This design comes from an exercise in tuning for small area and a short achievable clock period on the open sky130 flow, not from production work.
The RTL was checked by simulation tests, not by an equivalence proof against the original design.
Power is estimated from default activity; no workload was simulated.

==> flow/design.v <==
module FA (
    input  wire a, b, c,
    output wire s, co
);
    assign s  = a ^ b ^ c;
    assign co = (a & b) | (a & c) | (b & c);
endmodule
module ADDSUB8 (
    input  wire [7:0] A, B,
    input  wire       sub,
    output wire [8:0] s
);
    wire [7:0] bx = B ^ {8{sub}};
    wire [8:0] c;
    assign c[0] = sub;
    genvar i;
    generate
        for (i = 0; i < 8; i = i + 1) begin : g
            FA fa (.a(A[i]), .b(bx[i]), .c(c[i]), .s(s[i]), .co(c[i+1]));
        end
    endgenerate
    assign s[8] = c[8];
endmodule
module MUL8 (
    input  wire [7:0]  A, B,
    output wire [15:0] P
);
    wire pp0_0 = ~(A[0] & B[0]);
    wire pp0_1 = ~(A[1] & B[0]);
    wire pp0_2 = ~(A[2] & B[0]);
    wire pp0_3 = ~(A[3] & B[0]);
    wire pp0_4 = ~(A[4] & B[0]);
    wire pp0_5 = ~(A[5] & B[0]);
    wire pp0_6 = ~(A[6] & B[0]);
    wire pp0_7 = ~(A[7] & B[0]);
    wire pp1_0 = ~(A[0] & B[1]);
    wire pp1_1 = ~(A[1] & B[1]);
    wire pp1_2 = ~(A[2] & B[1]);
    wire pp1_3 = ~(A[3] & B[1]);
    wire pp1_4 = ~(A[4] & B[1]);
    wire pp1_5 = ~(A[5] & B[1]);
    wire pp1_6 = ~(A[6] & B[1]);
    wire pp1_7 = ~(A[7] & B[1]);
    wire pp2_0 = ~(A[0] & B[2]);
    wire pp2_1 = ~(A[1] & B[2]);
    wire pp2_2 = ~(A[2] & B[2]);
    wire pp2_3 = ~(A[3] & B[2]);
    wire pp2_4 = ~(A[4] & B[2]);
    wire pp2_5 = ~(A[5] & B[2]);
    wire pp2_6 = ~(A[6] & B[2]);
    wire pp2_7 = ~(A[7] & B[2]);
    wire pp3_0 = ~(A[0] & B[3]);
    wire pp3_1 = ~(A[1] & B[3]);
    wire pp3_2 = ~(A[2] & B[3]);
    wire pp3_3 = ~(A[3] & B[3]);
    wire pp3_4 = ~(A[4] & B[3]);
    wire pp3_5 = ~(A[5] & B[3]);
    wire pp3_6 = ~(A[6] & B[3]);
    wire pp3_7 = ~(A[7] & B[3]);
    wire pp4_0 = ~(A[0] & B[4]);
    wire pp4_1 = ~(A[1] & B[4]);
    wire pp4_2 = ~(A[2] & B[4]);
    wire pp4_3 = ~(A[3] & B[4]);
    wire pp4_4 = ~(A[4] & B[4]);
    wire pp4_5 = ~(A[5] & B[4]);
    wire pp4_6 = ~(A[6] & B[4]);
    wire pp4_7 = ~(A[7] & B[4]);
    wire pp5_0 = ~(A[0] & B[5]);
    wire pp5_1 = ~(A[1] & B[5]);
    wire pp5_2 = ~(A[2] & B[5]);
    wire pp5_3 = ~(A[3] & B[5]);
    wire pp5_4 = ~(A[4] & B[5]);
    wire pp5_5 = ~(A[5] & B[5]);
    wire pp5_6 = ~(A[6] & B[5]);
    wire pp5_7 = ~(A[7] & B[5]);
    wire pp6_0 = ~(A[0] & B[6]);
    wire pp6_1 = ~(A[1] & B[6]);
    wire pp6_2 = ~(A[2] & B[6]);
    wire pp6_3 = ~(A[3] & B[6]);
    wire pp6_4 = ~(A[4] & B[6]);
    wire pp6_5 = ~(A[5] & B[6]);
    wire pp6_6 = ~(A[6] & B[6]);
    wire pp6_7 = ~(A[7] & B[6]);
    wire pp7_0 = ~(A[0] & B[7]);
    wire pp7_1 = ~(A[1] & B[7]);
    wire pp7_2 = ~(A[2] & B[7]);
    wire pp7_3 = ~(A[3] & B[7]);
    wire pp7_4 = ~(A[4] & B[7]);
    wire pp7_5 = ~(A[5] & B[7]);
    wire pp7_6 = ~(A[6] & B[7]);
    wire pp7_7 = ~(A[7] & B[7]);
    wire s1, c2;
    wire s3, c4;
    wire s6, c7;
    wire s8, c9;
    wire s11, c12;
    wire s13, c14;
    wire s16, c17;
    wire s18, c19;
    wire s21, c22;
    wire s23, c24;
    wire s26, c27;
    wire s29, c30;
    wire s32, c33;
    wire s35, c36;
    wire s38, c39;
    wire s41, c42;
    wire s44, c45;
    wire s47, c48;
    wire s50, c51;
    wire s53, c54;
    wire s56, c57;
    wire s58, c59;
    wire s61, c62;
    wire s64, c65;
    wire s67, c68;
    wire s70, c71;
    wire s73, c74;
    wire s76, c77;
    wire s79, c80;
    wire s82, c83;
    wire s85, c86;
    wire s87, c88;
    wire s90, c91;
    wire s93, c94;
    wire s96, c97;
    wire s99, c100;
    wire s102, c103;
    wire s105, c106;
    wire s108, c109;
    wire s111, c112;
    wire s114, c115;
    wire s117, c118;
    assign s1 = ~(pp0_6 ^ pp1_5);
    assign c2 = pp0_6 | pp1_5;
    FA u5 (.a(pp0_7), .b(pp1_6), .c(pp2_5), .s(s3), .co(c4));
    assign s6 = ~(pp3_4 ^ pp4_3);
    assign c7 = pp3_4 | pp4_3;
    FA u10 (.a(pp1_7), .b(pp2_6), .c(pp3_5), .s(s8), .co(c9));
    assign s11 = ~(pp4_4 ^ pp5_3);
    assign c12 = pp4_4 | pp5_3;
    FA u15 (.a(pp2_7), .b(pp3_6), .c(pp4_5), .s(s13), .co(c14));
    assign s16 = ~(pp0_4 ^ pp1_3);
    assign c17 = pp0_4 | pp1_3;
    FA u20 (.a(pp0_5), .b(pp1_4), .c(pp2_3), .s(s18), .co(c19));
    assign s21 = ~(pp3_2 ^ pp4_1);
    assign c22 = pp3_2 | pp4_1;
    FA u25 (.a(s1), .b(pp2_4), .c(pp3_3), .s(s23), .co(c24));
    FA u28 (.a(pp4_2), .b(pp5_1), .c(pp6_0), .s(s26), .co(c27));
    FA u31 (.a(c2), .b(s3), .c(s6), .s(s29), .co(c30));
    FA u34 (.a(pp5_2), .b(pp6_1), .c(pp7_0), .s(s32), .co(c33));
    FA u37 (.a(c4), .b(c7), .c(s8), .s(s35), .co(c36));
    FA u40 (.a(s11), .b(pp6_2), .c(pp7_1), .s(s38), .co(c39));
    FA u43 (.a(c9), .b(c12), .c(s13), .s(s41), .co(c42));
    FA u46 (.a(pp5_4), .b(pp6_3), .c(pp7_2), .s(s44), .co(c45));
    FA u49 (.a(c14), .b(pp3_7), .c(pp4_6), .s(s47), .co(c48));
    FA u52 (.a(pp5_5), .b(pp6_4), .c(pp7_3), .s(s50), .co(c51));
    FA u55 (.a(pp4_7), .b(pp5_6), .c(pp6_5), .s(s53), .co(c54));
    assign s56 = ~(pp0_3 ^ pp1_2);
    assign c57 = pp0_3 | pp1_2;
    FA u60 (.a(s16), .b(pp2_2), .c(pp3_1), .s(s58), .co(c59));
    FA u63 (.a(c17), .b(s18), .c(s21), .s(s61), .co(c62));
    FA u66 (.a(c19), .b(c22), .c(s23), .s(s64), .co(c65));
    FA u69 (.a(c24), .b(c27), .c(s29), .s(s67), .co(c68));
    FA u72 (.a(c30), .b(c33), .c(s35), .s(s70), .co(c71));
    FA u75 (.a(c36), .b(c39), .c(s41), .s(s73), .co(c74));
    FA u78 (.a(c42), .b(c45), .c(s47), .s(s76), .co(c77));
    FA u81 (.a(c48), .b(c51), .c(s53), .s(s79), .co(c80));
    FA u84 (.a(c54), .b(pp5_7), .c(pp6_6), .s(s82), .co(c83));
    assign s85 = ~(pp0_2 ^ pp1_1);
    assign c86 = pp0_2 | pp1_1;
    FA u89 (.a(s56), .b(pp2_1), .c(pp3_0), .s(s87), .co(c88));
    FA u92 (.a(c57), .b(s58), .c(pp4_0), .s(s90), .co(c91));
    FA u95 (.a(c59), .b(s61), .c(pp5_0), .s(s93), .co(c94));
    FA u98 (.a(c62), .b(s64), .c(s26), .s(s96), .co(c97));
    FA u101 (.a(c65), .b(s67), .c(s32), .s(s99), .co(c100));
    FA u104 (.a(c68), .b(s70), .c(s38), .s(s102), .co(c103));
    FA u107 (.a(c71), .b(s73), .c(s44), .s(s105), .co(c106));
    FA u110 (.a(c74), .b(s76), .c(s50), .s(s108), .co(c109));
    FA u113 (.a(c77), .b(s79), .c(pp7_4), .s(s111), .co(c112));
    FA u116 (.a(c80), .b(s82), .c(pp7_5), .s(s114), .co(c115));
    FA u119 (.a(c83), .b(pp6_7), .c(pp7_6), .s(s117), .co(c118));
    wire [15:0] x = {1'b1, c118, c115, c112, c109, c106, c103, c100, c97, c94, c91, c88, c86, s85, pp0_1, pp0_0};
    wire [15:0] y = {1'b1, pp7_7, s117, s114, s111, s108, s105, s102, s99, s96, s93, s90, s87, pp2_0, pp1_0, 1'b1};
    wire [16:0] fc;
    wire [15:0] ns;
    assign fc[0] = 1'b1;
    genvar k;
    generate
        for (k = 0; k < 16; k = k + 1) begin : cpa
            FA fa (.a(x[k]), .b(y[k]), .c(fc[k]), .s(ns[k]), .co(fc[k+1]));
        end
    endgenerate
    assign P = ~ns;
endmodule
module DIV8 (
    input  wire [7:0] A, B,
    output wire [7:0] Q
);
    wire [9:0] b1 = {2'b00, B};
    wire [9:0] b2 = {1'b0, B, 1'b0};
    wire [9:0] b3 = b1 + b2;
    wire [7:0] rem [0:4];
    assign rem[4] = A;
    genvar m;
    generate
        for (m = 3; m >= 0; m = m - 1) begin : s
            localparam W = 8 - 2*m;            
            wire [W-1:0] x = rem[m+1][7:2*m];
            wire [W:0] d1 = {1'b0, x} - {1'b0, b1[W-1:0]};
            wire [W:0] d2 = {1'b0, x} - {1'b0, b2[W-1:0]};
            wire [W:0] d3 = {1'b0, x} - {1'b0, b3[W-1:0]};
            wire c1, c2, c3;
            if (W < 10) begin : hz
                assign c1 = ~|b1[9:W] & ~d1[W];
                assign c2 = ~|b2[9:W] & ~d2[W];
                assign c3 = ~|b3[9:W] & ~d3[W];
            end
            assign Q[2*m+1] = c2;
            assign Q[2*m]   = c3 | (c1 & ~c2);
            if (m != 0) begin : r
                wire [W-1:0] nx = c3 ? d3[W-1:0] : c2 ? d2[W-1:0] : c1 ? d1[W-1:0] : x;
                assign rem[m] = {nx, rem[m+1][2*m-1:0]};
            end
        end
    endgenerate
endmodule
module ALU_TOP #(parameter inWidth = 8,
                 parameter outWidth = 16)
(
    input wire [inWidth-1 : 0] A,B,
    input wire [3:0] ALU_FUN,
    input CLK, RST,
    output reg Arith_Enable,Logic_Enable,CMP_Enable,Shift_Enable,
    output wire [outWidth-1:0] Arith_OUT,
    output reg Carry_OUT,Arith_Flag,
    output wire [outWidth-1:0] Logic_OUT,
    output reg Logic_Flag,
    output wire [4-1:0] CMP_OUT,
    output reg CMP_Flag,
    output wire [outWidth-1:0] SHIFT_OUT,
    output reg SHIFT_Flag
);
    wire [1:0] op = ALU_FUN[1:0];
    wire       sub = ~Arith_Enable | op[0];
    wire [8:0] s;
    ADDSUB8 u_addsub (.A(A), .B(B), .sub(sub), .s(s));
    wire borrow = ~s[8];
    wire [15:0] prod;
    MUL8 u_mul (.A(A), .B(B), .P(prod));
    wire [7:0] quo;
    DIV8 u_div (.A(A), .B(B), .Q(quo));
    wire bz = ~|B;
    reg [8:0] arith_lo;    
    reg [6:0] arith_hi;    
    always @* begin
        case (op)
            2'b00: begin arith_lo = s;               arith_hi = 7'd0;         end
            2'b01: begin arith_lo = {borrow, s[7:0]}; arith_hi = {7{borrow}}; end
            2'b10: begin arith_lo = prod[8:0];       arith_hi = prod[15:9];   end
            default: begin arith_lo = {bz, quo};     arith_hi = {7{bz}};      end
        endcase
    end
    reg [15:0] arith_q;
    always @(posedge CLK or negedge RST) begin
        if (!RST) begin
            arith_q   <= 16'd0;
            Carry_OUT <= 1'b0;
        end else if (Arith_Enable) begin
            arith_q   <= {arith_hi, arith_lo};
            Carry_OUT <= (op == 2'b00) & s[8];
        end
    end
    assign Arith_OUT = arith_q;
    reg [7:0] logic_lo;
    reg       logic_hi;
    wire [7:0] lres = (op[0] ? (A | B) : (A & B)) ^ {8{op[1]}};
    always @(posedge CLK or negedge RST) begin
        if (!RST) begin
            logic_lo <= 8'd0;
            logic_hi <= 1'b0;
        end else if (Logic_Enable) begin
            logic_lo <= lres;
            logic_hi <= op[1];
        end
    end
    assign Logic_OUT = {{8{logic_hi}}, logic_lo};
    reg [1:0] cmp_q;
    wire ge = s[8];
    wire eq = ~|s[7:0];
    wire gt = ge & ~eq;
    wire lt = ~ge;
    always @(posedge CLK or negedge RST) begin
        if (!RST)
            cmp_q <= 2'd0;
        else if (CMP_Enable) begin
            cmp_q[0] <= (op == 2'b01) ? eq : (op == 2'b11) ? lt : 1'b0;
            cmp_q[1] <= (op == 2'b10) ? gt : (op == 2'b11) ? lt : 1'b0;
        end
    end
    assign CMP_OUT = {2'b00, cmp_q};
    reg  [8:0] shift_q;
    wire [7:0] sx = op[1] ? B : A;
    always @(posedge CLK or negedge RST) begin
        if (!RST)
            shift_q <= 9'd0;
        else if (Shift_Enable)
            shift_q <= op[0] ? {sx, 1'b0} : {2'b00, sx[7:1]};
    end
    assign SHIFT_OUT = {7'd0, shift_q};
    always @(posedge CLK or negedge RST) begin
        if (!RST) begin
            Arith_Enable <= 1'b0;
            Logic_Enable <= 1'b0;
            CMP_Enable   <= 1'b0;
            Shift_Enable <= 1'b0;
            Arith_Flag   <= 1'b0;
            Logic_Flag   <= 1'b0;
            CMP_Flag     <= 1'b0;
            SHIFT_Flag   <= 1'b0;
        end else begin
            Arith_Enable <= (ALU_FUN[3:2] == 2'b00);
            Logic_Enable <= (ALU_FUN[3:2] == 2'b01);
            CMP_Enable   <= (ALU_FUN[3:2] == 2'b10);
            Shift_Enable <= (ALU_FUN[3:2] == 2'b11);
            Arith_Flag   <= Arith_Enable;
            Logic_Flag   <= Logic_Enable;
            CMP_Flag     <= CMP_Enable;
            SHIFT_Flag   <= Shift_Enable;
        end
    end
endmodule
==> flow/flow/run.sh <==
#!/bin/bash
set -euo pipefail
here=$(cd "$(dirname "$0")" && pwd)
bash standard.sh ADDER_MAP_FILE= "SYNTH_SCRIPT=$here/synth.tcl" \
  "BUFFER_PORTS_ARGS=-buffer_cell sky130_fd_sc_hd__buf_1" finish > flow_make.log 2>&1
==> flow/flow/abc.script <==
strash
&get -n
&deepsyn -T 20
&put
dch
map -B 0.9
topo
stime -c
buffer -c
upsize -c -D 3000
dnsize -c -D 3000
==> flow/flow/synth.tcl <==
proc synth {args} { yosys synth -nofsm -noshare {*}$args }
set ::flow_abc_script [file join [file dirname [file normalize [info script]]] abc.script]
proc abc {args} {
  set i [lsearch -exact $args -script]
  if {$i >= 0} {
    lset args [expr {$i + 1}] $::flow_abc_script
  }
  yosys abc {*}$args
}
source $::env(SCRIPTS_DIR)/synth.tcl
# left out here: clear keep_hierarchy, flatten, clean up, hide names made inside functions, write 1_2_yosys.v
==> flow/standard.sh <==
#!/bin/bash
# synth_recipe.tcl (not shown) runs the flow's synth.tcl, then flattens the netlist and writes it again
# the make line also repeats each setting of config.mk as NAME=value (left out here)
make -C /OpenROAD-flow-scripts/flow DESIGN_CONFIG=/design/flow/config.mk WORK_HOME=/design/flow/orfs CLKGATE_MAP_FILE= SYNTH_SCRIPT=/design/flow/synth_recipe.tcl "${@:-finish}"
==> flow/config.mk <==
export PLATFORM = sky130hd
export DESIGN_NAME = ALU_TOP
export DESIGN_NICKNAME = ALU_TOP
export VERILOG_FILES = /design/flow/design.v
export SDC_FILE = /design/flow/constraint.sdc
export NUM_CORES = 4
export LEC_CHECK = 0
export ABC_AREA = 1
export CAP_MARGIN = 20
export CORE_AREA = 10 10 170 170
export CTS_BUF_LIST = sky130_fd_sc_hd__clkbuf_2 sky130_fd_sc_hd__clkbuf_4 sky130_fd_sc_hd__clkbuf_8
export DIE_AREA = 0 0 180 180
export SLEW_MARGIN = 20
==> flow/constraint.sdc <==
create_clock -name core_clock -period 32.0 [get_ports {CLK}]
set_input_delay 6.4000 -clock core_clock [delete_from_list [all_inputs] [get_ports {CLK}]]
set_output_delay 6.4000 -clock core_clock [all_outputs]
set_load 0.01 [all_outputs]
==> summary.txt, run 1 <==
Outcome -> complete, no violations
Netlist Area Pre-Place -> 0.00589 mm²
Synth area leader -> nand2_1
Switching pwr -> 0.124 mW
# setup viols final -> 0
CTS root buffer -> clkbuf_8
Hold endpoint -> Logic_Flag$_DFF_PN0_
HPWL after detailed placement -> 16.2 mm
Post-synthesis cell type count -> 52
Met3 WL post-DR -> 1.28 mm
Die Wd -> 180 µm
Adder-cell share of the synthesized area -> 1.70%
F_max -> 96.9 MHz
Critical Path AT -> 10510 ps
Hold Path Cell Cnt -> 0
Clock power frac -> 14.8%
CP max stage delay -> 320 ps
Register-to-register setup slack -> 27570 ps
Core Rows -> 58
Skew-Pair Late Insertion Delay -> 320 ps
Hold Crit Start -> Logic_Enable$_DFF_PN0_
RSZ-0062 raised after global routing -> false
Yosys warns -> 2
Post-synthesis mux area share -> 0.191%
Vias in the first global route -> 6351
Most used DFF post-synth -> dfrtp_1
Total Routed Length -> 20.6 mm
Synth-to-layout area growth -> 10.7%
Number of synthesized flops with an enable pin -> 0
Syn_area_per_cell -> 5.91 µm²
Vias/cell -> 4.75
Share of cells above drive strength 1 -> 7.40%
Via count -> 6574
Clock sinks -> 45
Critical Path Start Type -> input port
Tcrit/Tclk final -> 32.2%
# DRC -> 0
Total number of H-tree levels -> 2
Commonest cells after routing, fill and taps aside -> 344 x nand2_1, 98 x inv_1, 84 x nand3_1, 77 x nor2_1, 72 x buf_1
Reg2reg start -> Arith_Enable$_DFF_PN0_
Hold Fails Final Rpt -> 0
Clock Tree Buf Depth -> 2
Nets -> 1075
Worst vdd ir -> 0.0000189 V
XOR/XNOR Fraction of Synth Area -> 9.61%
Drt first pass iters -> 6
Mean routed wirelength per cell -> 14.9 µm
DIE AREA -> 0.0324 mm²
Ranking of synthesized cells by area -> nand2_1 22%, dfrtp_1 19%, nand3_1 7.1%
Number of instances in the placed design -> 1376
Most common cell after layout, fill and taps aside -> nand2_1
Initial antenna violation count -> 0
Critical path's slowest cell -> inv_1
GRT overflow -> 0
Post-cts hold buffer count -> 0
Core ar. -> 0.0252 mm²
Combinational family with the most area after synthesis -> simple AND/OR/NAND/NOR gates
Crit path time final -> 10320 ps
Global-route wire length before repair -> 33.0 mm
Setup TNS -> 0 ps
Antenna diode count -> 0
Synth top area share -> 21.9%
CTS resizes -> 0
Post-synthesis compound-gate area fraction -> 15.3%
Reg-to-Reg End -> arith_q[15]$_DFFE_PN0P_
Seq pwr share -> 28.1%
Normalized max-slew margin -> 42.9%
Inserted Clock Buffers -> 5
Seq/Total Area, Yosys -> 19.1%
Asr flop ratio synth -> 100%
Placer congestion estimate -> 0.952
Routed Antenna Nets -> 0
Synthesis-stage register bit count -> 45
Final Skew -> 18.2 ps
Worst min path class -> register to register
Gr usage total -> 12.2%
FILL cells -> 2866
Met1 wire length -> 8.84 mm
Worst-path clk slew -> 100 ps
Most common cell on crit path -> nand2_1
Sw Share -> 48.3%
CTS tree -> built
Worst EP required -> 32200 ps
DR iter-0 viols -> 444
Number of port buffers -> 73
Slew of the pin with the lowest slew margin -> 857 ps
Logic gate share of total power -> 57.1%
P_int -> 0.132 mW
Path depth of the worst reg2reg path -> 28
CP Class -> input port to register
Power Density -> 39.3 mW/mm²
Pin count of the biggest net entering global routing -> 46
Maxcap violations -> 0
Simple-Gate Fraction of Synth Area -> 42.1%
Die height -> 180 µm
Mapped Cells -> 996
IO Pins -> 83
Initial Util -> 23.4%
Top Metal Used -> met4
LEAKAGE -> 3.27 nW
Post-CTS setup buffer count -> 0
Worst setup EP type -> register
Finished Layout Cells -> 1384
Slew Limit Fails -> 0
Max FO, Critical Path -> 20
Wire length on met2 -> 9.81 mm
-- per-stage QoR --
step / util, % / total power [mW] / setup slack (ps) / instance area, µm² / hold slack, ps
global placement: 25.5 / 0.218 / 21410 / 6420 / 423
CTS: 25.9 / 0.258 / 21750 / 6520 / 450
floorplan: - / 0.185 / 22730 / 5920 / 460
global route: 25.9 / 0.281 / 21140 / 6520 / 466
detailed placement: 25.5 / 0.219 / 21410 / 6420 / 428
finish: 25.9 / 0.256 / 21680 / 6520 / 442
-- cell usage after synthesis (2+ instances only) --
cell and n:
a21boi_0 6, a21o_1 10, a21oi_1 33, a22oi_1 9, a31oi_1 8, buf_2 12, buf_4 22, buf_6 3
clkbuf_1 9, clkinv_1 3, dfrtp_1 45, inv_1 98, inv_2 7, maj3_1 10, nand2_1 344, nand2_2 15
nand3_1 84, nand3_2 7, nand4_1 18, nor2_1 77, nor2_2 3, nor3_1 3, o211ai_1 6, o21ai_0 45
o21ai_1 6, o21bai_1 2, o22ai_1 14, or2_1 5, or2_2 10, or2_4 2, xnor2_1 16, xnor2_2 2
xor2_1 43
-- cells by family (layout without fill, tap and decap cells) --
group                    Yosys count  in the layout
AND/OR/NAND/NOR                  573            573
buffers and inverters            154            204
adder cells (fa/ha/maj)           10             10
other                              1              9
XOR/XNOR                          62             62
multiplexers                       1              1
AO/OA/AOI/OAI                    150            150
flip-flops                        45             45
-- critical path, delay by kind of cell --
| kind | cells | cell delay (ps) |
|---|---|---|
| buf+inv | 3 | 640 |
| compound gates | 4 | 600 |
| simple gates | 28 | 2840 |
-- layer usage --
metal / up-vias / global-route usage [%]
met5: - / 0
met4: 0 / 4.30
met3: 47 / 2.49
met2: 234 / 21.0
met1: 2974 / 14.7
li1: 3319 / -
-- sequential cells by signal, indices dropped and copies added, names as in the netlist, 2 cells and up --
signal    count
arith_q      16
cmp_q         2
logic_lo      8
shift_q       9
-- worst max-delay path by stage --
| stage | slack (ps) | startpoint | cells past startpoint | endpoint |
|---|---|---|---|---|
| final | 21680 | B[2] | 35 | arith_q[0]$_DFFE_PN0P_ |
| after global routing | 21140 | B[2] | 38 | arith_q[0]$_DFFE_PN0P_ |
| after CTS | 21750 | B[2] | 34 | arith_q[0]$_DFFE_PN0P_ |
| after detailed placement | 21410 | B[2] | 34 | arith_q[0]$_DFFE_PN0P_ |
| after global placement | 21410 | B[2] | 34 | arith_q[0]$_DFFE_PN0P_ |
| after floorplan | 22730 | A[0] | 27 | arith_q[12]$_DFFE_PN0P_ |
-- power groups by stage --
stage	logic [mW]	registers (mW)	clock network (mW)
6_report	0.146	0.0719	0.0380
5_1_grt	0.166	0.0734	0.0414
3_3_place_gp	0.145	0.0729	0
3_5_place_dp	0.146	0.0733	0
2_1_floorplan	0.109	0.0761	0
4_1_cts	0.147	0.0722	0.0387
-- cell type report --
| type | instances | area, µm² | share of cell area [%] |
|---|---|---|---|
| Clock inverter | 3 | 25.0 | 0.384 |
| Sequential cell | 45 | 1130 | 17.3 |
| Timing Repair Buffer | 88 | 388 | 5.95 |
| Multi-Input combinational cell | 805 | 4090 | 62.8 |
| Tap cell | 330 | 413 | 6.33 |
| Clock buffer | 5 | 68.8 | 1.06 |
| Inverter | 108 | 405 | 6.22 |
==> run 2, diff against run 1 <==
==> flow/flow/run.sh (replaced) <==
#!/bin/bash
set -euo pipefail
here=$(cd "$(dirname "$0")" && pwd)
bash standard.sh ADDER_MAP_FILE= "SYNTH_SCRIPT=$here/synth.tcl" \
  "BUFFER_PORTS_ARGS=-buffer_cell sky130_fd_sc_hd__buf_1" ABC_LOAD_IN_FF=12 finish > flow_make.log 2>&1
==> flow/flow/abc.script (replaced) <==
strash
&get -n
&deepsyn -T 20
&put
dch
map -B 0.9
topo
stime -c
buffer -c
upsize -c
dnsize -c
==> summary.txt, run 2 <==
CP Class -> input port to register
Tcrit/Tclk final -> 31.8% (-0.49 points)
Yosys warns -> 2 (unchanged)
Initial antenna violation count -> 0 (unchanged)
Critical path's slowest cell -> buf_1
Reg2reg start -> Arith_Enable$_DFF_PN0_
Syn_area_per_cell -> 6.13 µm² (+3.6%)
Clock Tree Buf Depth -> 2 (unchanged)
Wire length on met2 -> 9.84 mm (+0.25%)
Worst vdd ir -> 0.0000249 V (+32%)
Synth area leader -> nand2_1
Number of port buffers -> 73 (unchanged)
Die height -> 180 µm (unchanged)
Inserted Clock Buffers -> 5 (unchanged)
Post-CTS setup buffer count -> 0 (unchanged)
Most common cell after layout, fill and taps aside -> nand2_1
Clock sinks -> 45 (unchanged)
Slew Limit Fails -> 0 (unchanged)
Setup TNS -> 0 ps (unchanged)
Number of synthesized flops with an enable pin -> 0 (unchanged)
Critical Path AT -> 10380 ps (-130 ps)
IO Pins -> 83 (unchanged)
# DRC -> 0 (unchanged)
Routed Antenna Nets -> 0 (unchanged)
Crit path time final -> 10160 ps (-156 ps)
Antenna diode count -> 0 (unchanged)
Initial Util -> 24.2% (+0.85 points)
Hold_ws -> 444 ps (+2.21 ps)
CTS tree -> built
# setup viols final -> 0 (unchanged)
Worst-path clk slew -> 100 ps (about the same)
Commonest cells after routing, fill and taps aside -> 330 x nand2_1, 92 x inv_1, 74 x nor2_1, 73 x nand3_1, 71 x buf_1
DR iter-0 viols -> 586 (+32%)
Core ar. -> 0.0252 mm² (unchanged)
Worst min path class -> register to register
Seq/Total Area, Yosys -> 18.5% (-0.67 points)
Nets -> 1073 (-0.19%)
Skew-Pair Late Insertion Delay -> 300 ps (-20 ps)
Normalized max-slew margin -> 40.8% (-2.1 points)
Via count -> 6540 (-0.52%)
Most common cell on crit path -> nand2_1
Vias/cell -> 4.73 (-0.37%)
Biggest register -> arith_q
Global-route wire length before repair -> 32.6 mm (-1.1%)
Most used DFF post-synth -> dfrtp_1
Top-count cell post-synth -> nand2_1
Slew of the pin with the lowest slew margin -> 888 ps (+31.1 ps)
Number of instances in the placed design -> 1374 (-0.15%)
Asr flop ratio synth -> 100% (unchanged)
Post-synthesis cell type count -> 56 (+7.7%)
Gr usage total -> 12.0% (-0.15 points)
Drt first pass iters -> 5 (-1)
Top cells by count, synth -> 330 x nand2_1, 92 x inv_1, 74 x nor2_1
Share of cells above drive strength 1 -> 11.9% (+4.5 points)
Overall Power -> 0.270 mW (+5.5%)
Hold Crit Start -> Logic_Enable$_DFF_PN0_
Synth-to-layout area growth -> 10.2%
Die Wd -> 180 µm (unchanged)
Vias in the first global route -> 6220 (-2.1%)
Synth top area share -> 20.3% (-1.6 points)
Power Density -> 40.2 mW/mm² (+2.3%)
Total Routed Length -> 20.6 mm (-0.14%)
Outcome -> complete, no violations
Max reg flops -> 16 (unchanged)
Post-cts hold buffer count -> 0 (unchanged)
Crit path launch -> A[7]
CTS root buffer -> clkbuf_8
Met1 wire length -> 8.97 mm (+1.5%)
Netlist Area Pre-Place -> 0.00610 mm² (+3.6%)
LEAKAGE -> 3.34 nW (+2.0%)
Worst setup EP type -> register
F_max -> 98.4 MHz (+1.5%)
Mapped Cells -> 996 (unchanged)
DIE AREA -> 0.0324 mm² (unchanged)
Largest regs -> arith_q: 16 flops, shift_q: 9 flops, logic_lo: 8 flops
Total number of H-tree levels -> 2 (unchanged)
Max FO, Critical Path -> 12 (-40%)
Maxcap violations -> 0 (unchanged)
Synthesis-stage register bit count -> 45 (unchanged)
Mean routed wirelength per cell -> 14.9 µm (about the same)
RSZ-0062 raised after global routing -> false
Met3 WL post-DR -> 1.24 mm (-3.3%)
Finished Layout Cells -> 1382 (-0.14%)
Worst EP required -> 32220 ps (+20 ps)
Critical Path Start Type -> input port
Final Skew -> 9.81 ps (-8.43 ps)
Core Rows -> 58 (unchanged)
Pin count of the biggest net entering global routing -> 46 (unchanged)
Hold Fails Final Rpt -> 0 (unchanged)
Top Metal Used -> met4
Placer congestion estimate -> 0.927 (-2.7%)
GRT overflow -> 0 (unchanged)
CTS resizes -> 0 (unchanged)
HPWL after detailed placement -> 16.3 mm (+0.75%)
Ranking of synthesized cells by area -> nand2_1 20%, dfrtp_1 18%, xor2_1 6.0%
CP max stage delay -> 570 ps (+250 ps)
## run 2: cell types whose count changed after synthesis, sizes merged
cell | before | now
clkbuf | 9 | 8
buf | 37 | 38
## run 2: per-layer routing
metal	up-vias	global-route usage, %
met3	35	1.79
met2	184	21.0
met1	3002	14.9
li1	3319	-
met5	-	0
met4	0	3.41
## run 2: area by class of cell
class                      count  area [µm²]
multi-input combinational    805        4290
clock inverter                 3        47.5
timing repair buffer          86         374
sequential                    45        1130
tap                          330         413
clock buffer                   5        68.8
inverter                     108         405
fill                        2860       18500
## run 2: final timing paths
| check | endpoint | slack [ps] | cells past startpoint |
|---|---|---|---|
| max in group asynchronous | shift_q[1]$_DFFE_PN0P_ | 25450 | 2 |
| setup reg to reg | arith_q[8]$_DFFE_PN0P_ | 27950 | 29 |
| setup / recovery | arith_q[1]$_DFFE_PN0P_ | 21840 | 33 |
| min in group asynchronous | logic_lo[2]$_DFFE_PN0P_ | 6170 | 2 |
| hold reg to reg | Logic_Flag$_DFF_PN0_ | 440 | 0 |
| hold / removal | Logic_Flag$_DFF_PN0_ | 440 | 0 |
## run 2: through the flow
step                      setup slack [ps]  util, %  instance area (µm²)
after floorplan                      22750        -                 6130
after global placement               21360     26.2                 6600
after detailed placement             21300     26.2                 6600
after CTS                            21620     26.7                 6720
after global routing                 21490     26.7                 6720
final                                21840     26.7                 6720
## run 2: cell families (layout without fill, tap and decap cells)
family | after synthesis | count (layout) | synth area share [%]
xor+xnor | 62 | 62 | 9.52
compound gates | 150 | 150 | 15.7
mux | 1 | 1 | 0.185
buf+inv | 154 | 202 | 11.8
simple gates | 573 | 573 | 42.7
fa+ha+maj | 10 | 10 | 1.64
flops | 45 | 45 | 18.5
other cells | 1 | 9 | 0.0615
## run 2: critical path, delay by kind of cell
kind / cells / cell delay (ps)
AND/OR/NAND/NOR: 28 / 2580
buffers and inverters: 3 / 920
AO/OA/AOI/OAI: 2 / 450
## run 2: power by group
| group | internal (mW) | leakage, nW | switching, mW |
|---|---|---|---|
| Sequential | 0.0658 | 0.542 | 0.00585 |
| Clock | 0.0238 | 0.0591 | 0.0207 |
| Combinational | 0.0537 | 2.73 | 0.100 |
| Total | 0.143 | 3.34 | 0.127 |
==> run 3, diff against run 2 <==
==> flow/flow/run.sh (replaced) <==
#!/bin/bash
set -euo pipefail
here=$(cd "$(dirname "$0")" && pwd)
bash standard.sh ADDER_MAP_FILE= "SYNTH_SCRIPT=$here/synth.tcl" \
  "PRE_GLOBAL_PLACE_TCL=$here/ports.tcl" finish > flow_make.log 2>&1
==> flow/flow/ports.tcl (new file) <==
# PRE_GLOBAL_PLACE hook: buffer every port as the standard flow does, but
# choose the cells: buf_4 on the inputs (they fan out widely), buf_1 on the
# outputs (each drives just its port). The standard buffer_ports call is
# then skipped.
if { $::env(GPL_TIMING_DRIVEN) } {
  remove_buffers
}
buffer_ports -inputs -buffer_cell sky130_fd_sc_hd__buf_4
buffer_ports -outputs -buffer_cell sky130_fd_sc_hd__buf_1
set ::env(DONT_BUFFER_PORTS) 1
==> summary.txt, run 3 <==
Worst EP required -> 32200 ps (-20 ps)
Die Wd -> 180 µm (unchanged)
Top Metal Used -> met4
Asr flop ratio synth -> 100% (unchanged)
Max FO, Critical Path -> 20 (+8)
Worst min path class -> register to register
Met3 WL post-DR -> 1.74 mm (+40%)
Total Routed Length -> 21.0 mm (+2.1%)
Register-to-register setup slack -> 27750 ps (-200 ps)
Clock Tree Buf Depth -> 2 (unchanged)
Normalized max-slew margin -> 46.1% (+5.3 points)
DR iter-0 viols -> 470 (-20%)
Clock sinks -> 45 (unchanged)
Nets -> 989 (-7.8%)
Commonest cells after routing, fill and taps aside -> 338 x nand2_1, 92 x inv_1, 81 x nand3_1, 74 x nor2_1, 45 x dfrtp_1
Hold Fails Final Rpt -> 0 (unchanged)
Synthesis-stage register bit count -> 45 (unchanged)
Initial antenna violation count -> 0 (unchanged)
Critical Path AT -> 10020 ps (-360 ps)
Inserted Clock Buffers -> 5 (unchanged)
Most common cell on crit path -> nand2_1
CTS resizes -> 0 (unchanged)
Outcome -> complete, no violations
Core Rows -> 58 (unchanged)
Most used DFF post-synth -> dfrtp_1
Synth area leader -> nand2_1
Number of synthesized flops with an enable pin -> 0 (unchanged)
Vias in the first global route -> 5937 (-4.5%)
Switching pwr -> 0.116 mW (-8.5%)
LEAKAGE -> 3.15 nW (-5.6%)
Critical path's slowest cell -> inv_2
Most common cell after layout, fill and taps aside -> nand2_1
Number of port buffers -> 73 (unchanged)
Routed Antenna Nets -> 0 (unchanged)
Top cells by count, synth -> 338 x nand2_1, 92 x inv_1, 81 x nand3_1
Seq/Total Area, Yosys -> 18.8% (+0.39 points)
Gr usage total -> 12.2% (+0.19 points)
Netlist Area Pre-Place -> 0.00598 mm² (-2.1%)
Post-CTS setup buffer count -> 0 (unchanged)
Max reg flops -> 16 (unchanged)
Logic gate share of total power -> 50.4% (-6.6 points)
Crit path max-delay family -> simple AND/OR/NAND/NOR gates
DIE AREA -> 0.0324 mm² (unchanged)
Slew Limit Fails -> 0 (unchanged)
Drt first pass iters -> 5 (unchanged)
Slew of the pin with the lowest slew margin -> 806 ps (-82.3 ps)
Antenna diode count -> 0 (unchanged)
Post-route core utilization -> 24.8% (-1.9 points)
Seq pwr share -> 31.3% (+4.8 points)
RSZ-0062 raised after global routing -> false
Initial Util -> 23.7% (-0.50 points)
Share of cells above drive strength 1 -> 9.40% (-2.5 points)
# DRC -> 0 (unchanged)
Vias/cell -> 4.92 (+4.0%)
Yosys warns -> 2 (unchanged)
Tcrit/Tclk final -> 30.7% (-1.1 points)
Power Density -> 40.4 mW/mm² (+0.41%)
CTS root buffer -> clkbuf_8
CTS tree -> built
Crit path time final -> 9820 ps (-344 ps)
Via count -> 6389 (-2.3%)
Hold_ws -> 528 ps (+83.9 ps)
Top-count cell post-synth -> nand2_1
Largest regs -> arith_q: 16 flops, shift_q: 9 flops, logic_lo: 8 flops
Synth top area share -> 21.2% (+0.93 points)
Total number of H-tree levels -> 2 (unchanged)
Core ar. -> 0.0252 mm² (unchanged)
Mapped Cells -> 996 (unchanged)
FILL cells -> 2860 (unchanged)
Met1 wire length -> 8.35 mm (-6.9%)
Post-synthesis cell type count -> 52 (-7.1%)
IO Pins -> 83 (unchanged)
Skew-Pair Late Insertion Delay -> 310 ps (about the same)
Worst vdd ir -> 0.0000246 V (-1.2%)
Pin count of the biggest net entering global routing -> 46 (unchanged)
F_max -> 102 MHz (+3.5%)
Biggest register -> arith_q
P_int -> 0.136 mW (-4.9%)
Post-cts hold buffer count -> 0 (unchanged)
Global-route wire length before repair -> 32.9 mm (+0.89%)
Final Skew -> 11.6 ps (+1.84 ps)
Setup TNS -> 0 ps (unchanged)
Critical Path Start Type -> input port
Ranking of synthesized cells by area -> nand2_1 21%, dfrtp_1 19%, nand3_1 6.8%
Syn_area_per_cell -> 6.00 µm² (-2.1%)
Wire length on met2 -> 10.5 mm (+6.4%)
Clock power frac -> 18.3% (+1.8 points)
# setup viols final -> 0 (unchanged)
Sw Share -> 46.0% (-0.98 points)
CP max stage delay -> 290 ps (-280 ps)
Synth-to-layout area growth -> 4.63%
Worst setup EP type -> register
Placer congestion estimate -> 0.950 (+2.5%)
HPWL after detailed placement -> 16.6 mm (+1.9%)
Worst-path clk slew -> 100 ps (about the same)
CP Class -> input port to register
Maxcap violations -> 0 (unchanged)
Mean routed wirelength per cell -> 16.2 µm (+8.7%)
WP buf/inv -> 3 (unchanged)
Die height -> 180 µm (unchanged)
GRT overflow -> 0 (unchanged)
-- run 3: changes by cell type in the layout (fill, tap and decap cells not counted), moves of 3 or more --
cell,before,now
a21oi_2,8,5
buf_1,71,0
o21ai_1,11,8
nand2_2,26,21
nand3_1,73,81
o21ai_0,39,42
buf_4,13,2
nand2_1,330,338
nand2_4,3,0
nand3_2,18,10
a21oi_1,25,29
-- run 3: path summary, 6_finish.rpt --
kind                                        start                       to  cells past startpoint
max reg2reg                Arith_Enable$_DFF_PN0_  arith_q[11]$_DFFE_PN0P_                     29
min                        Logic_Enable$_DFF_PN0_     Logic_Flag$_DFF_PN0_                      0
max                                          B[2]   arith_q[0]$_DFFE_PN0P_                     34
max in group asynchronous                     RST   arith_q[6]$_DFFE_PN0P_                      0
min in group asynchronous                     RST  logic_lo[1]$_DFFE_PN0P_                      0
min reg2reg                Logic_Enable$_DFF_PN0_     Logic_Flag$_DFF_PN0_                      0
-- run 3: metal layers --
metal	track usage, %	up-vias
met2	22.1	223
met3	3.19	33
met4	3.08	0
met1	13.9	2985
met5	0	-
li1	-	3148
-- run 3: final cells by class --
class                           instances  area [µm²]  share of cell area [%]
Multi-Input combinational cell        805        4170                    66.8
Clock inverter                          3        50.0                   0.800
Tap cell                              330         413                    6.60
Clock buffer                            5        68.8                    1.10
Inverter                              108         405                    6.48
Timing Repair Buffer                    2        15.0                   0.240
Sequential cell                        45        1130                    18.0
-- run 3: power groups by stage --
stage	Combinational [mW]	Sequential [mW]	Clock, mW
final	0.127	0.0790	0.0463
after global routing	0.144	0.0812	0.0500
after CTS	0.127	0.0802	0.0477
after detailed placement	0.126	0.0813	0
after global placement	0.125	0.0812	0
after floorplan	0.111	0.0761	0
-- run 3: cell families (layout without fill, tap and decap cells) --
group | Yosys count | in the layout | share of synthesized area, %
AO/OA/AOI/OAI | 150 | 150 | 15.4
XOR/XNOR | 62 | 62 | 9.59
adder cells (fa/ha/maj) | 10 | 10 | 1.68
buffers and inverters | 154 | 118 | 11.8
flip-flops | 45 | 45 | 18.8
multiplexers | 1 | 1 | 0.188
other | 1 | 9 | 0.0628
AND/OR/NAND/NOR | 573 | 573 | 42.4
-- run 3: worst reg2reg max path: cells and delay by family, from the launching register on --
| family | cells | cell delay, ps |
|---|---|---|
| flops | 1 | 420 |
| buf+inv | 5 | 720 |
| xor+xnor | 1 | 80 |
| simple gates | 17 | 1970 |
| compound gates | 6 | 980 |
-- run 3: metrics by stage --
step | instances | worst slack [ps] | power (mW) | instance area, µm²
final | 1298 | 22180 | 0.252 | 6250
after global routing | 1298 | 21810 | 0.275 | 6250
after detailed placement | 1290 | 21980 | 0.207 | 6130
after CTS | 1298 | 22310 | 0.255 | 6250
after floorplan | 1004 | 22750 | 0.187 | 6010
after global placement | 1290 | 21940 | 0.206 | 6130
==> run 4, diff against run 3 <==
==> flow/flow/run.sh (replaced) <==
#!/bin/bash
set -euo pipefail
here=$(cd "$(dirname "$0")" && pwd)
bash standard.sh ADDER_MAP_FILE= "SYNTH_SCRIPT=$here/synth.tcl" \
  "PRE_GLOBAL_PLACE_TCL=$here/ports.tcl" "POST_GLOBAL_PLACE_TCL=$here/ports_post.tcl" finish > flow_make.log 2>&1
==> flow/flow/ports.tcl (replaced) <==
# PRE_GLOBAL_PLACE hook: buffer every port as the standard flow does, but
# choose the cells: buf_4 on the inputs (they fan out widely), buf_1 on the
# outputs (each drives just its port). The standard buffer_ports call is
# then skipped. The standard script's remove_buffers (timing-driven mode)
# runs here first, and the new port buffers are kept out of its reach with
# dont_touch until global placement is done (flow/ports_post.tcl).
if { $::env(GPL_TIMING_DRIVEN) } {
  remove_buffers
}
set flow_insts_before [dict create]
foreach inst [[ord::get_db_block] getInsts] { dict set flow_insts_before [$inst getName] 1 }
buffer_ports -inputs -buffer_cell sky130_fd_sc_hd__buf_4
buffer_ports -outputs -buffer_cell sky130_fd_sc_hd__buf_1
set ::flow_port_buffers {}
foreach inst [[ord::get_db_block] getInsts] {
  if { ![dict exists $flow_insts_before [$inst getName]] } {
    lappend ::flow_port_buffers [$inst getName]
  }
}
puts "flow: [llength $::flow_port_buffers] port buffers"
set_dont_touch [get_cells $::flow_port_buffers]
set ::env(DONT_BUFFER_PORTS) 1
==> flow/flow/ports_post.tcl (new file) <==
# POST_GLOBAL_PLACE hook: release the port buffers (see flow/ports.tcl)
if { [info exists ::flow_port_buffers] } {
  unset_dont_touch [get_cells $::flow_port_buffers]
}
==> summary.txt, run 4 <==
Mapped Cells -> 996 (unchanged)
Initial antenna violation count -> 0 (unchanged)
Reg2reg start -> Arith_Enable$_DFF_PN0_
LEAKAGE -> 3.31 nW (+5.0%)
GRT overflow -> 0 (unchanged)
Final Skew -> 13.8 ps (+2.18 ps)
Skew-Pair Late Insertion Delay -> 310 ps (about the same)
Path depth of the worst reg2reg path -> 28 (-3.4%)
Clock sinks -> 45 (unchanged)
Critical Path AT -> 10340 ps (+320 ps)
Clock Tree Buf Depth -> 2 (unchanged)
Hold Fails Final Rpt -> 0 (unchanged)
Crit path launch -> B[2]
Post-cts hold buffer count -> 0 (unchanged)
Most common cell after layout, fill and taps aside -> nand2_1
Max FO, Critical Path -> 20 (unchanged)
Total number of H-tree levels -> 2 (unchanged)
CP max stage delay -> 310 ps (+20 ps)
Normalized max-slew margin -> 41.0% (-5.1 points)
CTS resizes -> 0 (unchanged)
Logic gate share of total power -> 56.2% (+5.8 points)
Routed Antenna Nets -> 0 (unchanged)
Core ar. -> 0.0252 mm² (unchanged)
Tcrit/Tclk final -> 31.7% (+1.0 points)
Switching pwr -> 0.125 mW (+7.9%)
Top cells by count, synth -> 338 x nand2_1, 92 x inv_1, 81 x nand3_1
RSZ-0062 raised after global routing -> false
P_int -> 0.142 mW (+3.9%)
Number of synthesized flops with an enable pin -> 0 (unchanged)
Maxcap violations -> 0 (unchanged)
WP buf/inv -> 4 (+1)
Seq pwr share -> 26.9% (-4.4 points)
F_max -> 98.5 MHz (-3.2%)
Biggest register -> arith_q
CTS tree -> built
FILL cells -> 2846 (-0.49%)
Synthesis-stage register bit count -> 45 (unchanged)
Overall Power -> 0.267 mW (+5.7%)
Most common cell on crit path -> nand2_1
Asr flop ratio synth -> 100% (unchanged)
Mean routed wirelength per cell -> 15.0 µm (-7.2%)
Outcome -> complete, no violations
Worst EP required -> 32190 ps (about the same)
Post-CTS setup buffer count -> 0 (unchanged)
Reg-to-Reg End -> arith_q[14]$_DFFE_PN0P_
Top-count cell post-synth -> nand2_1
Die height -> 180 µm (unchanged)
Slew Limit Fails -> 0 (unchanged)
HPWL after detailed placement -> 16.2 mm (-2.2%)
Worst setup EP type -> register
Netlist Area Pre-Place -> 0.00598 mm² (unchanged)
Sw Share -> 46.9% (+0.95 points)
Pin count of the biggest net entering global routing -> 46 (unchanged)
Max reg flops -> 16 (unchanged)
Hold Path Cell Cnt -> 0 (unchanged)
Drt first pass iters -> 5 (unchanged)
Gr usage total -> 12.1% (-0.12 points)
Critical Path Start Type -> input port
Inserted Clock Buffers -> 5 (unchanged)
Crit path max-delay family -> simple AND/OR/NAND/NOR gates
Core Rows -> 58 (unchanged)
Hold_ws -> 438 ps (-90.0 ps)
Initial Util -> 23.7% (unchanged)
Synth top area share -> 21.2% (unchanged)
Hold Crit Start -> Logic_Enable$_DFF_PN0_
Register-to-register setup slack -> 27530 ps (-220 ps)
DIE AREA -> 0.0324 mm² (unchanged)
Footprint of the multi-input gates -> 0.00417 mm² (unchanged)
Post-synthesis cell type count -> 52 (unchanged)
Critical path's slowest cell -> inv_2
Crit path time final -> 10150 ps (+329 ps)
Slew of the pin with the lowest slew margin -> 885 ps (+79.3 ps)
# setup viols final -> 0 (unchanged)
# DRC -> 0 (unchanged)
Largest regs -> arith_q: 16 flops, shift_q: 9 flops, logic_lo: 8 flops
Share of cells above drive strength 1 -> 10.7% (+1.3 points)
Worst min path class -> register to register
Vias/cell -> 4.80 (-2.5%)
Hold endpoint -> Logic_Flag$_DFF_PN0_
Global-route wire length before repair -> 32.9 mm (about the same)
Number of port buffers -> 73 (unchanged)
Worst vdd ir -> 0.0000224 V (-9.0%)
Via count -> 6576 (+2.9%)
CTS root buffer -> clkbuf_8
Power Density -> 40.5 mW/mm² (+0.22%)
Most used DFF post-synth -> dfrtp_1
Clock power frac -> 16.9% (-1.4 points)
Total Routed Length -> 20.6 mm (-2.0%)
Setup TNS -> 0 ps (unchanged)
Nets -> 1061 (+7.3%)
Seq/Total Area, Yosys -> 18.8% (unchanged)
DR iter-0 viols -> 495 (+5.3%)
Yosys warns -> 2 (unchanged)
Synth area leader -> nand2_1
Vias in the first global route -> 6330 (+6.6%)
Register area -> 0.00113 mm² (unchanged)
CP Class -> input port to register
Syn_area_per_cell -> 6.00 µm² (unchanged)
Worst-path clk slew -> 100 ps (about the same)
Die Wd -> 180 µm (unchanged)
IO Pins -> 83 (unchanged)
Ranking of synthesized cells by area -> nand2_1 21%, dfrtp_1 19%, nand3_1 6.8%
Antenna diode count -> 0 (unchanged)
Synth-to-layout area growth -> 10.4%
Commonest cells after routing, fill and taps aside -> 338 x nand2_1, 92 x inv_1, 81 x nand3_1, 74 x nor2_1, 52 x buf_1
run 4: cell types whose count changed in the layout (fill, tap and decap cells not counted), sizes merged:
| cell | change |
|---|---|
| clkinv | -1 |
| inv | +1 |
| buf | +72 |
run 4: cells by family (layout without fill, tap and decap cells):
| group | Yosys count | after routing | share of synthesized area [%] |
|---|---|---|---|
| adders and majority gates | 10 | 10 | 1.68 |
| buffers and inverters | 154 | 190 | 11.8 |
| and+or+nand+nor | 573 | 573 | 42.4 |
| other | 1 | 9 | 0.0628 |
| DFF | 45 | 45 | 18.8 |
| AOI/OAI and AO/OA | 150 | 150 | 15.4 |
| xor gates and xnor gates | 62 | 62 | 9.59 |
| muxes | 1 | 1 | 0.188 |
run 4: power by group through the flow:
| stage | combinational (mW) | sequential, mW | clock [mW] |
|---|---|---|---|
| final | 0.150 | 0.0718 | 0.0451 |
| after global routing | 0.171 | 0.0734 | 0.0492 |
| after detailed placement | 0.150 | 0.0732 | 0 |
| after global placement | 0.149 | 0.0728 | 0 |
| after CTS | 0.151 | 0.0720 | 0.0462 |
| after floorplan | 0.111 | 0.0761 | 0 |
run 4: layer usage:
metal / wire length [µm] / up-vias / track usage [%]
met1: 8780 / 3025 / 14.5
li1: - / 3298 / -
met4: 669 / 0 / 4.47
met5: 0 / - / 0
met2: 9930 / 215 / 21.3
met3: 1210 / 38 / 1.79
run 4: how the worst max path moves through the flow:
stage,slack [ps],depth (start not counted),to
finish,21850,33,arith_q[0]$_DFFE_PN0P_
global route,21410,34,arith_q[0]$_DFFE_PN0P_
CTS,21970,31,arith_q[0]$_DFFE_PN0P_
detailed placement,21630,31,arith_q[0]$_DFFE_PN0P_
global placement,21560,33,arith_q[0]$_DFFE_PN0P_
floorplan,22750,37,arith_q[0]$_DFFE_PN0P_
run 4: layout make-up:
type / count / area share (%)
clock buffer: 5 / 1.04
clock inverter: 3 / 0.721
inverter: 108 / 6.15
multi-input combinational: 805 / 63.3
sequential: 45 / 17.1
tap: 330 / 6.26
timing repair buffer: 74 / 5.46
run 4: per-stage QoR:
stage               setup slack, ps  utilization (%)  area (µm²)  std cells
floorplan                     22750                -        6010       1004
global placement              21560             25.7        6480       1362
detailed placement            21630             25.7        6480       1362
CTS                           21970             26.2        6600       1370
global route                  21410             26.2        6600       1370
finish                        21850             26.2        6600       1370
==> run 5, diff against run 4 <==
==> flow/flow/run.sh (replaced) <==
#!/bin/bash
set -euo pipefail
here=$(cd "$(dirname "$0")" && pwd)
bash standard.sh ADDER_MAP_FILE= "SYNTH_SCRIPT=$here/synth.tcl" \
  "PRE_GLOBAL_PLACE_TCL=$here/ports.tcl" "POST_GLOBAL_PLACE_TCL=$here/ports_post.tcl" SETUP_SLACK_MARGIN=22.4 SETUP_MOVE_SEQUENCE=sizeup,swap finish > flow_make.log 2>&1
==> summary.txt, run 5 <==
Post-synthesis mux area share -> 0.188% (unchanged)
Total number of H-tree levels -> 2 (unchanged)
Footprint of the multi-input gates -> 0.00476 mm² (+14%)
Top-count cell post-synth -> nand2_1
Post-cts hold buffer count -> 0 (unchanged)
Asr flop ratio synth -> 100% (unchanged)
GRT overflow -> 0 (unchanged)
Initial antenna violation count -> 0 (unchanged)
Hold Fails Final Rpt -> 0 (unchanged)
Nets -> 1061 (unchanged)
Simple-Gate Fraction of Synth Area -> 42.4% (unchanged)
Switching pwr -> 0.135 mW (+8.1%)
Inserted Clock Buffers -> 5 (unchanged)
Netlist Area Pre-Place -> 0.00598 mm² (unchanged)
Adder-cell share of the synthesized area -> 1.68% (unchanged)
Number of port buffers -> 73 (unchanged)
Commonest cells after routing, fill and taps aside -> 289 x nand2_1, 80 x inv_1, 64 x nor2_1, 61 x nand3_1
Largest regs -> arith_q: 16 flops, shift_q: 9 flops, logic_lo: 8 flops
WP buf/inv -> 5 (+1)
Routed Antenna Nets -> 0 (unchanged)
Max reg flops -> 16 (unchanged)
Synth-to-layout area growth -> 22.8%
Most used DFF post-synth -> dfrtp_1
Vias/cell -> 4.86 (+1.2%)
Worst setup EP type -> register
Ranking of synthesized cells by area -> nand2_1 21%, dfrtp_1 19%, nand3_1 6.8%
Vias in the first global route -> 6363 (+0.52%)
Worst-path clk slew -> 100 ps (about the same)
Syn_area_per_cell -> 6.00 µm² (unchanged)
Register area -> 0.00113 mm² (unchanged)
CTS tree -> built
Seq pwr share -> 25.2% (-1.7 points)
Hold endpoint -> Logic_Flag$_DFF_PN0_
Synth top area share -> 21.2% (unchanged)
Combinational family with the most area after synthesis -> simple AND/OR/NAND/NOR gates
Outcome -> complete, no violations
Core Rows -> 58 (unchanged)
Antenna diode count -> 0 (unchanged)
F_max -> 104 MHz (+5.5%)
LEAKAGE -> 3.46 nW (+4.7%)
Clock Tree Buf Depth -> 2 (unchanged)
Slew of the pin with the lowest slew margin -> 891 ps (+5.72 ps)
Die Wd -> 180 µm (unchanged)
Share of cells above drive strength 1 -> 21.1% (+10 points)
Critical Path AT -> 9810 ps (-530 ps)
Tcrit/Tclk final -> 30.1% (-1.6 points)
DR iter-0 viols -> 429 (-13%)
Gr usage total -> 12.1% (+0.025 points)
Top cells by count, synth -> 338 x nand2_1, 92 x inv_1, 81 x nand3_1
Synthesis-stage register bit count -> 45 (unchanged)
Clock power frac -> 15.8% (-1.1 points)
Worst min path class -> register to register
Crit path time final -> 9620 ps (-527 ps)
Worst EP required -> 32190 ps (about the same)
Worst vdd ir -> 0.0000224 V (+0.13%)
Register-to-register setup slack -> 27690 ps (+160 ps)
Setup TNS -> 0 ps (unchanged)
Biggest register -> arith_q
Yosys warns -> 2 (unchanged)
Seq/Total Area, Yosys -> 18.8% (unchanged)
Skew-Pair Late Insertion Delay -> 310 ps (about the same)
Hold Path Cell Cnt -> 0 (unchanged)
Hold Crit Start -> Logic_Enable$_DFF_PN0_
Path depth of the worst reg2reg path -> 28 (unchanged)
Normalized max-slew margin -> 40.6% (-0.38 points)
Post-synthesis compound-gate area fraction -> 15.4% (unchanged)
Reg-to-Reg End -> arith_q[8]$_DFFE_PN0P_
Max FO, Critical Path -> 24 (+20%)
Critical Path Start Type -> input port
# DRC -> 0 (unchanged)
Total Routed Length -> 21.1 mm (+2.3%)
Die height -> 180 µm (unchanged)
CP Class -> input port to register
IO Pins -> 83 (unchanged)
DIE AREA -> 0.0324 mm² (unchanged)
Via count -> 6653 (+1.2%)
FILL cells -> 2780 (-2.3%)
Slew Limit Fails -> 0 (unchanged)
Mapped Cells -> 996 (unchanged)
Crit path max-delay family -> simple AND/OR/NAND/NOR gates
Critical path's slowest cell -> o21ai_1
Synth area leader -> nand2_1
CTS root buffer -> clkbuf_8
P_int -> 0.150 mW (+5.9%)
XOR/XNOR Fraction of Synth Area -> 9.59% (unchanged)
Initial Util -> 23.7% (unchanged)
Core ar. -> 0.0252 mm² (unchanged)
CP max stage delay -> 220 ps (-90 ps)
Global-route wire length before repair -> 33.0 mm (+0.27%)
Post-synthesis cell type count -> 52 (unchanged)
Power Density -> 38.9 mW/mm² (-3.9%)
RSZ-0062 raised after global routing -> true
Mean routed wirelength per cell -> 15.4 µm (+2.3%)
Most common cell on crit path -> nand2_1
Final Skew -> 12.9 ps (-0.955 ps)
Logic gate share of total power -> 59.0% (+2.8 points)
Sw Share -> 47.4% (+0.50 points)
Drt first pass iters -> 5 (unchanged)
Reg2reg start -> Arith_Enable$_DFF_PN0_
Most common cell after layout, fill and taps aside -> nand2_1
# setup viols final -> 0 (unchanged)
Maxcap violations -> 0 (unchanged)
HPWL after detailed placement -> 16.2 mm (unchanged)
Post-route core utilization -> 29.1% (+2.9 points)
Pin count of the biggest net entering global routing -> 46 (unchanged)
Clock sinks -> 45 (unchanged)
Number of synthesized flops with an enable pin -> 0 (unchanged)
==> run 5: layout make-up <==
type / instances / share of cell area, %
inverters: 108 / 6.16
repair buffers: 74 / 6.36
clock inverters: 3 / 0.648
well taps: 330 / 5.63
flip-flops and latches: 45 / 15.4
multi-input cells: 805 / 64.9
clock buffers: 5 / 0.938
==> run 5: what timing repair did <==
action	4_1_cts	5_1_grt
endpoints found under the setup margin	4	13
hold endpoints to repair	0	0
resized for setup	36	150
pin swaps	8	67
setup buffers	0	0
==> run 5: power groups by stage <==
stage / Clock (mW) / Combinational (mW) / Sequential, mW
after floorplan: 0 / 0.111 / 0.0761
after global placement: 0 / 0.149 / 0.0728
after detailed placement: 0 / 0.150 / 0.0732
after CTS: 0.0462 / 0.152 / 0.0720
after global routing: 0.0492 / 0.189 / 0.0734
final: 0.0451 / 0.168 / 0.0718
==> run 5: per-stage QoR <==
stage / setup WS (ps) / area [µm²] / std cells / hold WS, ps / power, mW
CTS: 22390 / 6720 / 1370 / 443 / 0.270
floorplan: 22750 / 6010 / 1004 / 460 / 0.187
global placement: 21560 / 6480 / 1362 / 424 / 0.222
detailed placement: 21630 / 6480 / 1362 / 420 / 0.223
global route: 22090 / 7340 / 1370 / 458 / 0.312
finish: 22380 / 7340 / 1370 / 438 / 0.285
==> run 5: metal layers <==
| layer | share of wire (%) | vias to the layer above | global-route usage (%) |
|---|---|---|---|
| met4 | 3.3 | 0 | 4.47 |
| met1 | 42 | 3115 | 14.4 |
| met2 | 49 | 193 | 21.4 |
| met5 | 0 | - | 0 |
| met3 | 5.7 | 44 | 1.89 |
| li1 | - | 3301 | - |
==> run 5: how the worst max path moves through the flow <==
stage / startpoint / endpoint / slack (ps) / cells after the start
floorplan: B[5] / arith_q[0]$_DFFE_PN0P_ / 22750 / 37
global placement: B[2] / arith_q[0]$_DFFE_PN0P_ / 21560 / 33
detailed placement: B[2] / arith_q[0]$_DFFE_PN0P_ / 21630 / 31
CTS: B[6] / arith_q[0]$_DFFE_PN0P_ / 22390 / 35
global route: B[1] / arith_q[0]$_DFFE_PN0P_ / 22090 / 38
finish: B[1] / arith_q[0]$_DFFE_PN0P_ / 22380 / 33
==> run 5: cell families (layout without fill, tap and decap cells) <==
kind of cell / after synthesis / after routing
other cells: 1 / 9
compound gates: 150 / 150
buf+inv: 154 / 190
flops: 45 / 45
mux: 1 / 1
simple gates: 573 / 573
xor+xnor: 62 / 62
fa+ha+maj: 10 / 10
==> run 6, diff against run 5 <==
==> flow/flow/run.sh (replaced) <==
#!/bin/bash
set -euo pipefail
here=$(cd "$(dirname "$0")" && pwd)
bash standard.sh ADDER_MAP_FILE= "SYNTH_SCRIPT=$here/synth.tcl" \
  "BUFFER_PORTS_ARGS=-buffer_cell sky130_fd_sc_hd__buf_1" finish > flow_make.log 2>&1
--- a/flow/config.mk
+++ b/flow/config.mk
@@ -8,6 +8,8 @@
 export ABC_AREA = 1
 export CAP_MARGIN = 20
 export CORE_AREA = 10 10 170 170
-export CTS_BUF_LIST = sky130_fd_sc_hd__clkbuf_2 sky130_fd_sc_hd__clkbuf_4 sky130_fd_sc_hd__clkbuf_8
+export CTS_BUF_LIST = sky130_fd_sc_hd__clkbuf_8
+export CTS_CLUSTER_DIAMETER = 250
+export CTS_CLUSTER_SIZE = 25
 export DIE_AREA = 0 0 180 180
 export SLEW_MARGIN = 20
removed: flow/flow/ports.tcl
removed: flow/flow/ports_post.tcl
==> summary.txt, run 6 <==
GRT overflow -> 0 (unchanged)
Global-route wire length before repair -> 33.3 mm (+0.69%)
Routed Antenna Nets -> 0 (unchanged)
F_max -> 99.5 MHz (-4.3%)
Gr usage total -> 12.2% (+0.11 points)
Slew of the pin with the lowest slew margin -> 934 ps (+43.5 ps)
Post-cts hold buffer count -> 0 (unchanged)
Met3 GRT Util -> 2.05% (+0.16 points)
Asr flop ratio synth -> 100% (unchanged)
Worst min path class -> register to register
HPWL after detailed placement -> 16.0 mm (-1.5%)
Top cells by count, synth -> 338 x nand2_1, 92 x inv_1, 81 x nand3_1
Commonest cells after routing, fill and taps aside -> 338 x nand2_1, 92 x inv_1, 81 x nand3_1, 74 x nor2_1, 72 x buf_1
Number of synthesized flops with an enable pin -> 0 (unchanged)
Post-synthesis cell type count -> 52 (unchanged)
Max reg flops -> 16 (unchanged)
Drt first pass iters -> 5 (unchanged)
Worst EP required -> 32200 ps (about the same)
Netlist Area Pre-Place -> 0.00598 mm² (unchanged)
CTS root buffer -> clkbuf_8
Clock Tree Buf Depth -> 2 (unchanged)
DR iter-0 viols -> 504 (+17%)
Power Density -> 40.3 mW/mm² (+3.5%)
Final Skew -> 9.71 ps (-3.17 ps)
Crit path time final -> 10050 ps (+428 ps)
Critical Path Start Type -> input port
Top-count cell post-synth -> nand2_1
Number of port buffers -> 73 (unchanged)
Synth top area share -> 21.2% (unchanged)
Max FO, Critical Path -> 15 (-38%)
Slew Limit Fails -> 0 (unchanged)
Most used DFF post-synth -> dfrtp_1
# setup viols final -> 0 (unchanged)
Critical Path AT -> 10240 ps (+430 ps)
FILL cells -> 2868 (+3.2%)
LEAKAGE -> 3.30 nW (-4.7%)
Skew-Pair Late Insertion Delay -> 310 ps (about the same)
Placer congestion estimate -> 0.900
Seq/Total Area, Yosys -> 18.8% (unchanged)
Synth-to-layout area growth -> 10.8%
Pin count of the biggest net entering global routing -> 46 (unchanged)
Outcome -> complete, no violations
Total number of H-tree levels -> 2 (unchanged)
Maxcap violations -> 0 (unchanged)
Synthesis-stage register bit count -> 45 (unchanged)
Initial antenna violation count -> 0 (unchanged)
Nets -> 1075 (+1.3%)
Biggest register -> arith_q
Core ar. -> 0.0252 mm² (unchanged)
IO Pins -> 83 (unchanged)
Worst vdd ir -> 0.0000176 V (-21%)
Setup TNS -> 0 ps (unchanged)
CP max stage delay -> 670 ps (+450 ps)
Vias/cell -> 4.80 (-1.2%)
Register area -> 0.00113 mm² (unchanged)
Initial Util -> 23.7% (unchanged)
Most common cell after layout, fill and taps aside -> nand2_1
Footprint of the multi-input gates -> 0.00417 mm² (-12%)
Met1 GRT Util -> 15.2% (+0.72 points)
Mapped Cells -> 996 (unchanged)
Clock sinks -> 45 (unchanged)
Normalized max-slew margin -> 37.7% (-2.9 points)
Worst setup EP type -> register
Met2 Use GR -> 21.1% (-0.36 points)
Worst Slack Setup Final -> 21950 ps (-428 ps)
Worst-path clk slew -> 90 ps (about the same)
Synth area leader -> nand2_1
Vias in the first global route -> 6320 (-0.68%)
Critical path's slowest cell -> buf_1
Die Wd -> 180 µm (unchanged)
Mean routed wirelength per cell -> 14.8 µm (-3.9%)
Dpl ws -> 21690 ps (+53.2 ps)
Die height -> 180 µm (unchanged)
Hold Fails Final Rpt -> 0 (unchanged)
Total Routed Length -> 20.4 mm (-2.9%)
Share of cells above drive strength 1 -> 9.96% (-11 points)
# DRC -> 0 (unchanged)
CTS resizes -> 0 (-100%)
Via count -> 6638 (-0.23%)
Largest regs -> arith_q: 16 flops, shift_q: 9 flops, logic_lo: 8 flops
CP Class -> input port to register
DIE AREA -> 0.0324 mm² (unchanged)
Antenna diode count -> 0 (unchanged)
Tcrit/Tclk final -> 31.4% (+1.3 points)
GR peak layer -> met2
Post-CTS setup buffer count -> 0 (unchanged)
Ranking of synthesized cells by area -> nand2_1 21%, dfrtp_1 19%, nand3_1 6.8%
Most common cell on crit path -> nand2_1
CTS tree -> built
RSZ-0062 raised after global routing -> false
Syn_area_per_cell -> 6.00 µm² (unchanged)
Core Rows -> 58 (unchanged)
Inserted Clock Buffers -> 5 (unchanged)
Yosys warns -> 2 (unchanged)
==> run 6: cell counts after synthesis <==
No cell type changed its count.
==> run 6: cell type report <==
type                       instances  area share (%)
clock buffer                       5            1.04
clock inverter                     3           0.718
inverter                         108            6.12
multi-input combinational        805            63.0
sequential                        45            17.0
tap                              330            6.23
timing repair buffer              88            5.86
==> run 6: cell families after synthesis <==
| family | Yosys count | synth area share [%] |
|---|---|---|
| adder cells (fa/ha/maj) | 10 | 1.68 |
| AO/OA/AOI/OAI | 150 | 15.4 |
| multiplexers | 1 | 0.188 |
| buffers and inverters | 154 | 11.8 |
| AND/OR/NAND/NOR | 573 | 42.4 |
| XOR/XNOR | 62 | 9.59 |
| flip-flops | 45 | 18.8 |
| other | 1 | 0.0628 |
==> run 6: stage by stage <==
step / instances / instance area [µm²] / total power [mW] / hold WS (ps) / utilization, %
2_1_floorplan: 1004 / 6010 / 0.187 / 460 / -
3_3_place_gp: 1376 / 6510 / 0.221 / 425 / 25.8
3_5_place_dp: 1376 / 6510 / 0.222 / 427 / 25.8
4_1_cts: 1384 / 6620 / 0.268 / 449 / 26.3
5_1_grt: 1384 / 6620 / 0.293 / 472 / 26.3
6_report: 1384 / 6620 / 0.267 / 451 / 26.3
==> run 6: worst paths after layout <==
kind	from	endpoint	depth (start not counted)	slack [ps]
min	Logic_Enable$_DFF_PN0_	Logic_Flag$_DFF_PN0_	0	450
max	A[2]	arith_q[15]$_DFFE_PN0P_	30	21950
min in group asynchronous	RST	arith_q[5]$_DFFE_PN0P_	2	6170
min reg2reg	Logic_Enable$_DFF_PN0_	Logic_Flag$_DFF_PN0_	0	450
max in group asynchronous	RST	logic_lo[6]$_DFFE_PN0P_	2	25440
max reg2reg	Arith_Enable$_DFF_PN0_	arith_q[14]$_DFFE_PN0P_	27	27460
==> run 6: critical path, delay by kind of cell <==
| family | cells | cell delay, ps |
|---|---|---|
| AND/OR/NAND/NOR | 25 | 2370 |
| buffers and inverters | 2 | 940 |
| AO/OA/AOI/OAI | 3 | 520 |
==> run 6: layer usage <==
metal	routed length, µm	vias up
met3	1280	41
met1	8680	3047
met2	9860	223
li1	-	3327
met4	614	0
met5	0	-
==> run 6: power breakdown <==
group          total, mW  switching [mW]  internal, mW
Combinational      0.149          0.0970        0.0520
Sequential        0.0719         0.00614        0.0657
Clock             0.0458          0.0219        0.0238

==> re-timing with driven ports <==
In the flow no input, the clock included, has a driving cell. The finished layouts below were timed again as built, in two steps. Step 1, drivers: a clkbuf_16 drives CLK and a buf_2 each remaining input, both assumed. Step 2, shift: input delay + t, output delay - t, t = (earliest + latest rising clock arrival at the registers) / 2. This alone moves slack from input paths to output paths. Slacks: ideal / step 1 / step 2; pairs: ideal / step 1.
run | t, ns | setup WS [ns] | latest minus earliest clock arrival (ns)
run 1 | 0.341 | 21.683 / 21.664 / 21.323 | 0.018 / 0.019
run 2 | 0.327 | 21.838 / 21.807 / 21.480 | 0.018 / 0.018
run 3 | 0.336 | 22.182 / 21.680 / 21.344 | 0.012 / 0.012
run 4 | 0.332 | 21.853 / 21.850 / 21.518 | 0.015 / 0.015
run 5 | 0.331 | 22.380 / 22.312 / 21.981 | 0.014 / 0.014
run 6 | 0.339 | 21.952 / 21.949 / 21.610 | 0.015 / 0.016
After both steps setup and hold are still met in every run listed. For run 3, which loses most, drivers alone change the setup slack by -0.502 ns; drivers and shift together by -0.838 ns.
